From an optimization exercise on the open Yosys and OpenROAD flow, aimed at small area and a short achievable clock period; shortcuts taken in it are not production practice.
Function was checked by simulation only, so behaviour that the tests miss may differ from the original.

===== flow/design.v =====
module axis_cordic #
(
  parameter FREQ_WIDTH = 32, 
  parameter IN_WIDTH   = 18,  
  parameter EXTRA_BITS = 5   
)
(
  input wire aresetn,
  input wire aclk,
  input signed [FREQ_WIDTH-1:0] frequency,
  input signed [IN_WIDTH-1:0] in_data,
  output wire [47:0] m_axis_tdata,
  output wire m_axis_tvalid 
);
localparam WR =  IN_WIDTH + EXTRA_BITS + 1;  
localparam OUT_WIDTH = WR;                   
localparam WZ =  IN_WIDTH + EXTRA_BITS - 1;  
localparam STG = IN_WIDTH + EXTRA_BITS - 2;  
localparam WO = OUT_WIDTH;
localparam WF = 32;  
localparam WP = WF;  
localparam WT = 32;
wire signed [WT-1:0] atan_table [1:WT-1];
assign atan_table[01] = 32'b00100101110010000000101000111011;  
assign atan_table[02] = 32'b00010011111101100111000010110111;  
assign atan_table[03] = 32'b00001010001000100010001110101000;  
assign atan_table[04] = 32'b00000101000101100001101010000110;  
assign atan_table[05] = 32'b00000010100010111010111111000011;  
assign atan_table[06] = 32'b00000001010001011110110000111101;  
assign atan_table[07] = 32'b00000000101000101111100010101010;  
assign atan_table[08] = 32'b00000000010100010111110010100111;  
assign atan_table[09] = 32'b00000000001010001011111001011101;  
assign atan_table[10] = 32'b00000000000101000101111100110000;  
assign atan_table[11] = 32'b00000000000010100010111110011000;  
assign atan_table[12] = 32'b00000000000001010001011111001100;  
assign atan_table[13] = 32'b00000000000000101000101111100110;  
assign atan_table[14] = 32'b00000000000000010100010111110011;  
assign atan_table[15] = 32'b00000000000000001010001011111010;  
assign atan_table[16] = 32'b00000000000000000101000101111101;  
assign atan_table[17] = 32'b00000000000000000010100010111110;  
assign atan_table[18] = 32'b00000000000000000001010001011111;  
assign atan_table[19] = 32'b00000000000000000000101000110000;  
assign atan_table[20] = 32'b00000000000000000000010100011000;  
assign atan_table[21] = 32'b00000000000000000000001010001100;  
assign atan_table[22] = 32'b00000000000000000000000101000110;  
assign atan_table[23] = 32'b00000000000000000000000010100011;  
assign atan_table[24] = 32'b00000000000000000000000001010001;  
assign atan_table[25] = 32'b00000000000000000000000000101001;  
assign atan_table[26] = 32'b00000000000000000000000000010100;  
assign atan_table[27] = 32'b00000000000000000000000000001010;  
assign atan_table[28] = 32'b00000000000000000000000000000101;  
assign atan_table[29] = 32'b00000000000000000000000000000011;  
assign atan_table[30] = 32'b00000000000000000000000000000001;  
assign atan_table[31] = 32'b00000000000000000000000000000001;  
reg [WP-1:0] phase;
reg signed [WR-1:0] X [0:STG-1];
reg signed [WR-1:0] Y [0:STG-1];
reg signed [WZ-1:0] Z [0:STG-1];
wire signed [WR-1:0] in_data_ext = {in_data[IN_WIDTH-1], in_data, {EXTRA_BITS{1'b0}}};
wire [1:0] quadrant = phase[WP-1:WP-2];
always @(posedge aclk)
begin
  if (!aresetn) begin 
		X[0] <= 0;
		Y[0] <= 0; 
		Z[0] <= 0;
		end 
  else 
  begin
	  case (quadrant)
		 0: begin X[0] <=  in_data_ext;   Y[0] <=  in_data_ext; end
		 1: begin X[0] <= -in_data_ext;   Y[0] <=  in_data_ext; end
		 2: begin X[0] <= -in_data_ext;   Y[0] <= -in_data_ext; end
		 3: begin X[0] <=  in_data_ext;   Y[0] <= -in_data_ext; end
	  endcase
	  Z[0] <= {~phase[WP-3], ~phase[WP-3], phase[WP-4:WP-WZ-1]};
  end 
  if 
	(!aresetn) phase <= 0;
  else
	phase <= phase + frequency;
end
genvar n;
generate
  for (n=0; n<=(STG-2); n=n+1)
    begin : stages
    wire signed [WR-1:0] X_shr = {{(n+1){X[n][WR-1]}}, X[n][WR-1:n+1]};
    wire signed [WR-1:0] Y_shr = {{(n+1){Y[n][WR-1]}}, Y[n][WR-1:n+1]};
    wire [WZ-2-n:0] atan = atan_table[n+1][WT-2-n:WT-WZ] + atan_table[n+1][WT-WZ-1];
    wire Z_sign = Z[n][WZ-1-n];
	 always @(posedge aclk)
	 begin
      X[n+1] <= !aresetn ? 0 : (Z_sign ? X[n] + Y_shr + Y[n][n] : X[n] - Y_shr - Y[n][n]);
      Y[n+1] <= !aresetn ? 0 : (Z_sign ? Y[n] - X_shr - X[n][n] : Y[n] + X_shr + X[n][n]);
      if (n < STG-2)
        begin : angles
        Z[n+1][WZ-2-n:0] <= !aresetn ? 0 : (Z_sign ? Z[n][WZ-2-n:0] + atan : Z[n][WZ-2-n:0] - atan);
        end
      end
    end
endgenerate
generate
  if (OUT_WIDTH == WR)
    begin
    assign m_axis_tdata[23:0] = X[STG-1];
    assign m_axis_tdata[47:24] = Y[STG-1];
    end
  else
    begin
    reg signed [WO-1:0] rounded_I;
    reg signed [WO-1:0] rounded_Q;
    always @(posedge aclk)
	 if (!aresetn)
		 begin 
			rounded_I <= 0;
			rounded_Q <= 0;
		 end 
	 else 
      begin
      rounded_I <= X[STG-1][WR-1 : WR-WO] + X[STG-1][WR-1-WO];
      rounded_Q <= Y[STG-1][WR-1 : WR-WO] + Y[STG-1][WR-1-WO];
      end
    assign m_axis_tdata[23:0] = rounded_I;
    assign m_axis_tdata[47:24] = rounded_Q;
    end
endgenerate
assign m_axis_tvalid = 1;                        
endmodule

===== flow/run.sh =====
#!/bin/bash
# synth_recipe.tcl (not shown) runs the flow's synth.tcl, then flattens the netlist and writes it again
# the make line also repeats each setting of config.mk as NAME=value (left out here)
make -C /OpenROAD-flow-scripts/flow DESIGN_CONFIG=/design/flow/config.mk WORK_HOME=/design/flow/orfs CLKGATE_MAP_FILE= SYNTH_SCRIPT=/design/flow/synth_recipe.tcl finish

===== flow/config.mk =====
export PLATFORM = sky130hd
export DESIGN_NAME = axis_cordic
export DESIGN_NICKNAME = axis_cordic
export VERILOG_FILES = /design/flow/design.v
export SDC_FILE = /design/flow/constraint.sdc
export NUM_CORES = 4
export LEC_CHECK = 0
export CAP_MARGIN = 20
export CORE_MARGIN = 2
export CORE_UTILIZATION = 40
export SLEW_MARGIN = 20

===== flow/constraint.sdc =====
create_clock -name core_clock -period 5.0 [get_ports {aclk}]
set_input_delay 1.0000 -clock core_clock [delete_from_list [all_inputs] [get_ports {aclk}]]
set_output_delay 1.0000 -clock core_clock [all_outputs]
set_load 0.01 [all_outputs]

==> flow_summary.yaml <==
cells_and_area:
  layout.cells.non_filler: 24110
  drive_above_1_share_pct: 3.26
  fin_util_pct: 43.7
  multiInputGateArea_mm2: 0.110
  nets: 22153
  area_growth_syn_to_layout_pct: 8.47
  fillCellCount: 37087
  regArea_mm2: 0.0253
setup_path:
  arrival_ns: 5.10
  critical_path_class: "flip-flop to flip-flop"
  critPathCapture: "Y[14][23]"
  r2r_cells: 12
  path_cells: "ha_1 -> inv_1 -> ha_1 -> and2_1 -> nand3_1 -> a2111oi_0 -> nor4bb_1 -> nor3_1 -> nor3_1 -> o211a_1 -> a211oi_1 -> mux2i_1"
  cp_top_family: "compound AO/OA/AOI/OAI gates"
  critical_path.max_fanout: 13
  cp-start-kind: "flip-flop"
  rrSetupSlack_ns: 0.78
  cp-startpoint: "X[13][23]"
  slowest_stage: "a2111oi_0"
  cp.depth: 12
  r2r-end: "Y[14][23]"
  crit_required_ns: 5.88
  slowest_delay_ns: 0.88
  end_kind: "flip-flop"
  timing.rr.start: "X[13][23]"
  crit_buf_inv: 1
cts:
  clock_latency_ns: 0.95
  cts.sinks: 1262
  cts_tree: "done"
  htreeDepth: 4
  post_cts_resized: 0
  ctsHoldBuffers: 0
  cts-root-buf: "clkbuf_16"
  cts_made_buffers: 168
  max-clock-path-buffers: 4
  cts_setup_buffers: 0
  clk_pin_slew_worst_paths_ns: 0.06
job:
  drv_cap: 0
yosys:
  syn_inst: 19148
  ys_warn_count: 4
  yosys.area.top_type: "ha_1"
  synth_cell_types: 109
  synth-seq-area-share_pct: 17.1
  async_flop_share_pct: 0
  synth_ff_type: "dfxtp_1"
  syn_area_mm2: 0.147
  ys_ff_latch: 1262
  avgSynthCellArea_um2: 7.70
  syn_nets: 22140
  synth_top_area_share_pct: 23.6
  synth_edf_count: 0
  synth_area_leaders: "ha_1 24%, dfxtp_1 17%, inv_1 7.5%, xnor2_1 7.3%, a21oi_1 5.3%"
detailed_routing:
  drt_pass1_iterations: 8
  drc_errors: 0
  viasPerCell: 5.34
  final_antenna_net_count: 0
  drtIter0Drc: 7740
  finalWirelength_um: 409000
  via_count: 128629
  wl_per_cell_um: 17.0
timing:
  post-route-period-util_pct: 84.4
  setup_viol: 0
  rsz0062_at_grt: "no"
  fin_tns_setup_ns: 0
  timing.hold.ws_ns: 0.429
  max-slew-margin-rel_pct: 25.3
  setup_ws_ns: 0.778
  worstMarginPinSlew_ns: 1.11
  drv_slew: 0
  max_freq_mhz: 237
  skew_ns: 0.0976
  finalHoldViolCount: 0
  fin_crit_ns: 4.22
die:
  core_mm2: 0.366
  die_width_um: 611
  core.rowCount: 222
  ioPinCount: 101
  start_util_pct: 40.3
  dieHeight_um: 611
  dieArea_mm2: 0.374
global_routing:
  grt_busiest_layer: "met2"
  overflow: 0
  antenna_found_initial: 17
  use_met1_pct: 27.7
  globalRouteTotalUtil_pct: 21.1
  use_met2_pct: 37.0
  grt_pass1_wl_um: 649000
  grt_start_max_net_pins: 106
  grt_pass1_vias: 121814
  met3_usage_pct: 1.74
place:
  dp_hpwl_um: 329000
  placed_cells: 23807
  gp_congestion: 0.910
  numPortBuffers: 99
  place_ws_ns: 0.773
hold_path:
  min-delay-path-class: "flip-flop to flip-flop"
status:
  status: "timing/DRC/antenna clean"
==> worst min path at each step <==
stage	from	endpoint	cells after the start
finish	phase[29]	Z[0][20]	1
global route	phase[29]	Z[0][20]	1
CTS	phase[29]	Z[0][20]	1
detailed placement	phase[29]	Z[0][20]	1
global placement	Z[8][3]	Z[9][3]	1
floorplan	phase[29]	Z[0][20]	1
==> worst reg2reg max path: cells and delay by family (launching register included) <==
| family | cells | cell delay (ns) |
|---|---|---|
| AND/OR/NAND/NOR | 5 | 1.04 |
| multiplexers | 1 | 0.21 |
| adder cells (fa/ha/maj) | 2 | 0.69 |
| flip-flops | 1 | 0.76 |
| AO/OA/AOI/OAI | 3 | 1.38 |
| buffers and inverters | 1 | 0.10 |
==> synthesized netlist by cell type (295+ instances only) <==
cell and instances:
dfxtp_1 1262, nor2_1 1855, nand2_1 745, o21ai_0 822
clkbuf_1 299, xor2_1 383, nand2b_1 295, a211oi_1 490
a21oi_1 1576, inv_1 2956, a21o_1 359, nand3_1 297
ha_1 2781, nor3_1 454, xnor2_1 1223
==> state kept, by name, indices dropped and copies added, names as in the netlist <==
register,flops
Z,247
phase,32
Y,492
X,491
==> through the flow <==
stage,instance area (um^2)
after floorplan,147000
after global placement,154000
after detailed placement,154000
after CTS,160000
after global routing,160000
final,160000
==> cell families after synthesis <==
kind of cell	count (synthesis)	share of synthesized area, %
adder cells (fa/ha/maj)	2958	25.9
AO/OA/AOI/OAI	5040	22.3
buffers and inverters	3333	8.49
AND/OR/NAND/NOR	4792	15.6
multiplexers	156	1.07
other	1	0.00254
flip-flops	1262	17.1
XOR/XNOR	1606	9.54
==> layer usage <==
metal,share of wire [%],vias to the layer above
met5,0,-
met4,2.5,0
met3,3.7,466
met2,47,2266
met1,46,59827
li1,-,66070
==> placed cells by master (no fill, tap or decap), types with 54 or more instances in the layout <==
| cell | count |
|---|---|
| and2_1 | 119 |
| o21ai_0 | 822 |
| mux2i_1 | 137 |
| o22ai_1 | 75 |
| a21o_1 | 359 |
| o211ai_1 | 106 |
| nor2_1 | 1855 |
| o21a_1 | 204 |
| o31ai_1 | 128 |
| or3_1 | 216 |
| a31oi_1 | 159 |
| or2_2 | 86 |
| inv_1 | 2955 |
| clkdlybuf4s50_1 | 98 |
| nor3_1 | 454 |
| a211oi_1 | 489 |
| nand2_1 | 745 |
| dfxtp_1 | 1242 |
| o21bai_1 | 292 |
| a211o_1 | 54 |
| xnor2_1 | 1223 |
| nand3_1 | 297 |
| nand4_1 | 87 |
| a21boi_0 | 62 |
| a311oi_1 | 63 |
| and3_1 | 123 |
| a21oi_1 | 1576 |
| buf_4 | 100 |
| nor4_1 | 80 |
| nor2b_1 | 203 |
| nand2b_1 | 295 |
| nor3b_1 | 65 |
| xor2_1 | 383 |
| clkbuf_16 | 169 |
| fa_1 | 159 |
| ha_1 | 2781 |
==> final cells by class <==
cell class | count | area share (%)
multi-input cells | 14553 | 68.6
flip-flops and latches | 1262 | 15.8
repair buffers | 210 | 1.23
diodes | 2 | 0.00313
well taps | 4816 | 3.77
clock buffers | 202 | 2.85
clock inverters | 99 | 0.803
inverters | 2966 | 6.96

port drivers added, routing unchanged:
How much do the figures lean on ideal ports? The routed layout below was timed once more, with nothing changed but the port constraints. Step 1: set_driving_cell puts a clkbuf_16 on aclk and a buf_2 on each other input, an assumption about the parent block. Step 2 adds t to the input delays and takes it off the output delays; t is the mean of the earliest and latest rising clock arrival at the registers after step 1. Input paths then give back, and output paths get back, about the clock's delay inside the block. a / b / c = ideal ports / drivers / drivers and shift; a / b = the first two.
t, ns: 0.998
slack for setup (ns): 0.778 / 0.778 / 0.770
clock arrival spread, ns: 0.131 / 0.132
slew at the worst register clock pin (ns): 0.07 / 0.07
After both steps setup and hold are still met in this run. For this run, drivers alone change the setup slack by 0.000 ns; drivers and shift together by -0.008 ns.
